Context: an optimization exercise on an open-source flow, tuned for small area. The choices shown serve that exercise and are no tape-out recipe. At most, simulation tests tie the RTL to the original design; equivalence was not proved.

== run 1 ==
==> module KFPS2KB_Shift_Register, before the edit <==
module KFPS2KB_Shift_Register (
    input   logic           clock,
    input   logic           reset,
    input   logic           device_clock,
    input   logic           device_data,
    output  logic   [7:0]   register,
    output  logic           recieved_flag,
    output  logic           error_flag
);
    localparam logic [9:0] LFSR_OVER = 10'h164;
    logic           prev_device_clock;
    logic           device_clock_edge;
    logic           busy;
    logic   [9:0]   shift_register;
    logic   [9:0]   timer;
    logic   [1:0]   flag;
    logic   [1:0]   next_flag;
    logic           over;
    logic           timeout_cycle;
    logic           start;
    logic           stop_edge;
    logic           good;
    logic           next_busy;
    assign device_clock_edge = prev_device_clock & ~device_clock;
    assign flag          = busy ? 2'b00 : timer[1:0];
    assign over          = busy & (timer == LFSR_OVER);
    assign timeout_cycle = flag[1] & flag[0];
    assign start         = ~busy & ~timeout_cycle & device_clock_edge & ~device_data;
    assign stop_edge     = busy & shift_register[0] & device_clock_edge;
    assign good          = device_data & ^shift_register[9:1];
    assign register      = shift_register[8:1];
    assign recieved_flag = flag[0] & ~flag[1];
    assign error_flag    = flag[1];
    always_comb begin
        if (over) begin
            next_busy = 1'b0;
            next_flag = {1'b1, ~device_clock_edge};
        end
        else if (timeout_cycle) begin
            next_busy = 1'b0;
            next_flag = 2'b10;
        end
        else if (stop_edge) begin
            next_busy = 1'b0;
            next_flag = good ? 2'b01 : 2'b10;
        end
        else begin
            next_busy = busy | start;
            next_flag = 2'b00;
        end
    end
    always_ff @(negedge clock, posedge reset) begin
        if (reset) begin
            prev_device_clock <= 1'b0;
            busy              <= 1'b0;
        end
        else begin
            prev_device_clock <= device_clock;
            busy              <= next_busy;
        end
    end
    always_ff @(negedge clock) begin
        if (start)
            shift_register <= 10'b10_0000_0000;
        else if (busy & ~shift_register[0] & device_clock_edge)
            shift_register <= {device_data, shift_register[9:1]};
    end
    always_ff @(negedge clock, posedge reset) begin
        if (reset)
            timer[1:0] <= 2'b0;
        else if (~next_busy)
            timer[1:0] <= next_flag;
        else if (busy & ~device_clock_edge)
            timer[1:0] <= {timer[0], ~(timer[9] ^ timer[6])};
        else
            timer[1:0] <= 2'b0;
    end
    always_ff @(negedge clock) begin
        if (next_busy & busy & ~device_clock_edge)
            timer[9:2] <= timer[8:1];
        else
            timer[9:2] <= 8'b0;
    end
endmodule
clock: 10.0 ns
lec_check: 0
cap_margin: 20
core_margin: 2
core_utilization: 40
slew_margin: 20
standard.sh (not shown) runs the stock make flow with config.mk's settings and CLKGATE_MAP_FILE= SYNTH_SCRIPT=/design/flow/synth_recipe.tcl, a recipe that flattens the netlist after the stock synthesis.
==> flow/flow/run.sh <==
#!/bin/bash
# Layout flow: the standard ORFS flow with an area-oriented synthesis
# (no half/full-adder extraction, area-oriented ABC mapping), port buffers
# of the smallest buffer cell, and a clock tree without dummy loads.
set -euo pipefail
WD=$(pwd)
FD=$WD/flow
mkdir -p $WD/myflow
# synthesis script: the standard flow's, with ORFS's synth.tcl replaced by a copy that
# skips the adder extraction and runs ABC with flow/area.abc
sed "s#source \$::env(SCRIPTS_DIR)/synth.tcl#source $WD/myflow/synth_core.tcl#" synth_recipe.tcl > $WD/myflow/my_synth.tcl
grep -q "myflow/synth_core.tcl" $WD/myflow/my_synth.tcl
python3 - "$FLOW_HOME/scripts/synth.tcl" "$WD/myflow/synth_core.tcl" "$FD/area.abc" <<'P'
import sys
s = open(sys.argv[1]).read()
a = s.index('# Technology mapping of adders')
b = s.index('# Technology mapping of latches')
s = s[:a] + s[b:]
old = "  log_cmd abc {*}$abc_args\n"
assert old in s
s = s.replace(old, "  log_cmd abc -script %s {*}[lrange $abc_args 2 end]\n" % sys.argv[3])
open(sys.argv[2], 'w').write(s)
P
bash standard.sh \
  SYNTH_SCRIPT=$WD/myflow/my_synth.tcl \
  "BUFFER_PORTS_ARGS=-buffer_cell sky130_fd_sc_hd__buf_1" \
  "CTS_ARGS=-sink_clustering_enable -repair_clock_nets -dont_use_dummy_load -buf_list sky130_fd_sc_hd__clkbuf_4 -root_buf sky130_fd_sc_hd__clkbuf_4" \
  finish > $WD/flow_make.log 2>&1
==> flow/flow/area.abc <==
strash
dch -f
amap
topo
dnsize -c
Inputs modified between run 1 and run 2:
==> flow/design.v, changed modules only <==
module KFPS2KB_Shift_Register (
    input   logic           clock,
    input   logic           reset,
    input   logic           device_clock,
    input   logic           device_data,
    output  logic   [7:0]   register,
    output  logic           recieved_flag,
    output  logic           error_flag
);
    localparam logic [9:0] LFSR_OVER = 10'h164;
    logic           prev_device_clock;
    logic           device_clock_edge;
    logic           busy;
    logic   [9:0]   shift_register;
    logic   [9:0]   timer;
    logic   [1:0]   flag;
    logic   [1:0]   next_flag;
    logic           over;
    logic           timeout_cycle;
    logic           start;
    logic           stop_edge;
    logic           good;
    logic           next_busy;
    assign device_clock_edge = prev_device_clock & ~device_clock;
    assign flag          = busy ? 2'b00 : timer[1:0];
    assign over          = busy & (timer == LFSR_OVER);
    assign timeout_cycle = flag[1] & flag[0];
    assign start         = ~busy & ~timeout_cycle & device_clock_edge & ~device_data;
    assign stop_edge     = busy & shift_register[0] & device_clock_edge;
    assign good          = device_data & ^shift_register[9:1];
    assign register      = shift_register[8:1];
    assign recieved_flag = flag[0] & ~flag[1];
    assign error_flag    = flag[1];
    always_comb begin
        if (over) begin
            next_busy = 1'b0;
            next_flag = {1'b1, ~device_clock_edge};
        end
        else if (timeout_cycle) begin
            next_busy = 1'b0;
            next_flag = 2'b10;
        end
        else if (stop_edge) begin
            next_busy = 1'b0;
            next_flag = good ? 2'b01 : 2'b10;
        end
        else begin
            next_busy = busy | start;
            next_flag = 2'b00;
        end
    end
    always_ff @(negedge clock, posedge reset) begin
        if (reset) begin
            prev_device_clock <= 1'b0;
            busy              <= 1'b0;
        end
        else begin
            prev_device_clock <= device_clock;
            busy              <= next_busy;
        end
    end
    always_ff @(negedge clock, posedge reset) begin
        if (reset)
            shift_register <= 10'b0;
        else if (start)
            shift_register <= 10'b10_0000_0000;
        else if (busy & ~shift_register[0] & device_clock_edge)
            shift_register <= {device_data, shift_register[9:1]};
    end
    always_ff @(negedge clock, posedge reset) begin
        if (reset)
            timer <= 10'b0;
        else if (~next_busy)
            timer <= {8'b0, next_flag};
        else if (busy & ~device_clock_edge)
            timer <= {timer[8:0], ~(timer[9] ^ timer[6])};
        else
            timer <= 10'b0;
    end
endmodule
[summary]
In run 2, standard cell core area is higher than in run 1.
Compared with run 1, in run 2 xor-xnor portion of the synthesized cell area about even; final-layout worst hold slack rose 0.028 ns.
In the reports for run 1 and run 2, the smaller worst relative slew slack belongs to run 2.
Diff run 1 and run 2: area fraction in and, or, nand and nor cells after synthesis higher in run 1
Function not checked in run 1: the RTL went through the layout flow alone.

KFPS2KB with an RTL version that a note above also has.
For scale: roughly 300 cells after synthesis, about 31 flip-flops, ~14 I/O pins, about 0.0022 mm² of cells after synthesis.
==> module KFPS2KB_Shift_Register, before the edit <==
module KFPS2KB_Shift_Register (
    input   logic           clock,
    input   logic           reset,
    input   logic           device_clock,
    input   logic           device_data,
    output  logic   [7:0]   register,
    output  logic           recieved_flag,
    output  logic           error_flag
);
    localparam logic [9:0] LFSR_OVER = 10'h164;
    logic           prev_device_clock;
    logic           device_clock_edge;
    logic           busy;
    logic   [9:0]   shift_register;
    logic   [9:0]   timer;
    logic   [1:0]   flag;
    logic   [1:0]   next_flag;
    logic           over;
    logic           timeout_cycle;
    logic           start;
    logic           stop_edge;
    logic           good;
    logic           next_busy;
    assign device_clock_edge = prev_device_clock & ~device_clock;
    assign flag          = busy ? 2'b00 : timer[1:0];
    assign over          = busy & (timer == LFSR_OVER);
    assign timeout_cycle = flag[1] & flag[0];
    assign start         = ~busy & ~timeout_cycle & device_clock_edge & ~device_data;
    assign stop_edge     = busy & shift_register[0] & device_clock_edge;
    assign good          = device_data & ^shift_register[9:1];
    assign register      = shift_register[8:1];
    assign recieved_flag = flag[0] & ~flag[1];
    assign error_flag    = flag[1];
    always_comb begin
        if (over) begin
            next_busy = 1'b0;
            next_flag = {1'b1, ~device_clock_edge};
        end
        else if (timeout_cycle) begin
            next_busy = 1'b0;
            next_flag = 2'b10;
        end
        else if (stop_edge) begin
            next_busy = 1'b0;
            next_flag = good ? 2'b01 : 2'b10;
        end
        else begin
            next_busy = busy | start;
            next_flag = 2'b00;
        end
    end
    always_ff @(negedge clock, posedge reset) begin
        if (reset) begin
            prev_device_clock <= 1'b0;
            busy              <= 1'b0;
        end
        else begin
            prev_device_clock <= device_clock;
            busy              <= next_busy;
        end
    end
    always_ff @(negedge clock, posedge reset) begin
        if (reset)
            shift_register <= 10'b0;
        else if (start)
            shift_register <= 10'b10_0000_0000;
        else if (busy & ~shift_register[0] & device_clock_edge)
            shift_register <= {device_data, shift_register[9:1]};
    end
    always_ff @(negedge clock, posedge reset) begin
        if (reset)
            timer <= 10'b0;
        else if (~next_busy)
            timer <= {8'b0, next_flag};
        else if (busy & ~device_clock_edge)
            timer <= {timer[8:0], ~(timer[9] ^ timer[6])};
        else
            timer <= 10'b0;
    end
endmodule
Settings: LEC_CHECK=0, CAP_MARGIN=20, CORE_MARGIN=2, CORE_UTILIZATION=40, SLEW_MARGIN=20; clock period 10.0 ns.
==> flow/flow/run.sh <==
#!/bin/bash
# Layout flow: the standard ORFS flow with an area-oriented synthesis
# (no half/full-adder extraction, area-oriented ABC mapping), port buffers
# of the smallest buffer cell, and a clock tree without dummy loads.
set -euo pipefail
WD=$(pwd)
FD=$WD/flow
mkdir -p $WD/myflow
# synthesis script: the standard flow's, with ORFS's synth.tcl replaced by a copy that
# skips the adder extraction and runs ABC with flow/area.abc
sed "s#source \$::env(SCRIPTS_DIR)/synth.tcl#source $WD/myflow/synth_core.tcl#" synth_recipe.tcl > $WD/myflow/my_synth.tcl
grep -q "myflow/synth_core.tcl" $WD/myflow/my_synth.tcl
python3 - "$FLOW_HOME/scripts/synth.tcl" "$WD/myflow/synth_core.tcl" "$FD/area.abc" <<'P'
import sys
s = open(sys.argv[1]).read()
a = s.index('# Technology mapping of adders')
b = s.index('# Technology mapping of latches')
s = s[:a] + s[b:]
old = "  log_cmd abc {*}$abc_args\n"
assert old in s
s = s.replace(old, "  log_cmd abc -script %s {*}[lrange $abc_args 2 end]\n" % sys.argv[3])
open(sys.argv[2], 'w').write(s)
P
bash standard.sh \
  SYNTH_SCRIPT=$WD/myflow/my_synth.tcl \
  "BUFFER_PORTS_ARGS=-buffer_cell sky130_fd_sc_hd__buf_1" \
  "CTS_ARGS=-sink_clustering_enable -repair_clock_nets -dont_use_dummy_load -buf_list sky130_fd_sc_hd__clkbuf_4 -root_buf sky130_fd_sc_hd__clkbuf_4 -sink_clustering_size 12 -sink_clustering_max_diameter 200" \
  finish > $WD/flow_make.log 2>&1
==> flow/flow/area.abc <==
strash
&get -n
&deepsyn -T 60
&put
dch -f
amap
topo
dnsize -c
Then changed:
--- a/flow/design.v
+++ b/flow/design.v
@@ -67,15 +67,23 @@
         else if (busy & ~shift_register[0] & device_clock_edge)
             shift_register <= {device_data, shift_register[9:1]};
     end
+    localparam logic [9:0] TIMER_INV = 10'b10_1010_1000;
+    logic   [9:0]   timer_q;
+    logic   [9:0]   next_timer;
+    assign timer = timer_q ^ TIMER_INV;
+    always_comb begin
+        if (~next_busy)
+            next_timer = {8'b0, next_flag};
+        else if (busy & ~device_clock_edge)
+            next_timer = {timer[8:0], ~(timer[9] ^ timer[6])};
+        else
+            next_timer = 10'b0;
+    end
     always_ff @(negedge clock, posedge reset) begin
         if (reset)
-            timer <= 10'b0;
-        else if (~next_busy)
-            timer <= {8'b0, next_flag};
-        else if (busy & ~device_clock_edge)
-            timer <= {timer[8:0], ~(timer[9] ^ timer[6])};
+            timer_q <= 10'b0;
         else
-            timer <= 10'b0;
+            timer_q <= next_timer ^ TIMER_INV;
     end
 endmodule
 module KFPS2KB #(
Effect: Worst setup slack gets better by 150 ps; final area falls by 2.5%; cell count is unchanged; hold slack gets worse by 150 ps; clock skew rises by 14 ps; wire length rises by about 0.54%; die area falls by 1.9%; synthesized cell count rises by 0.34%; register-to-register slack gets better by 670 ps.
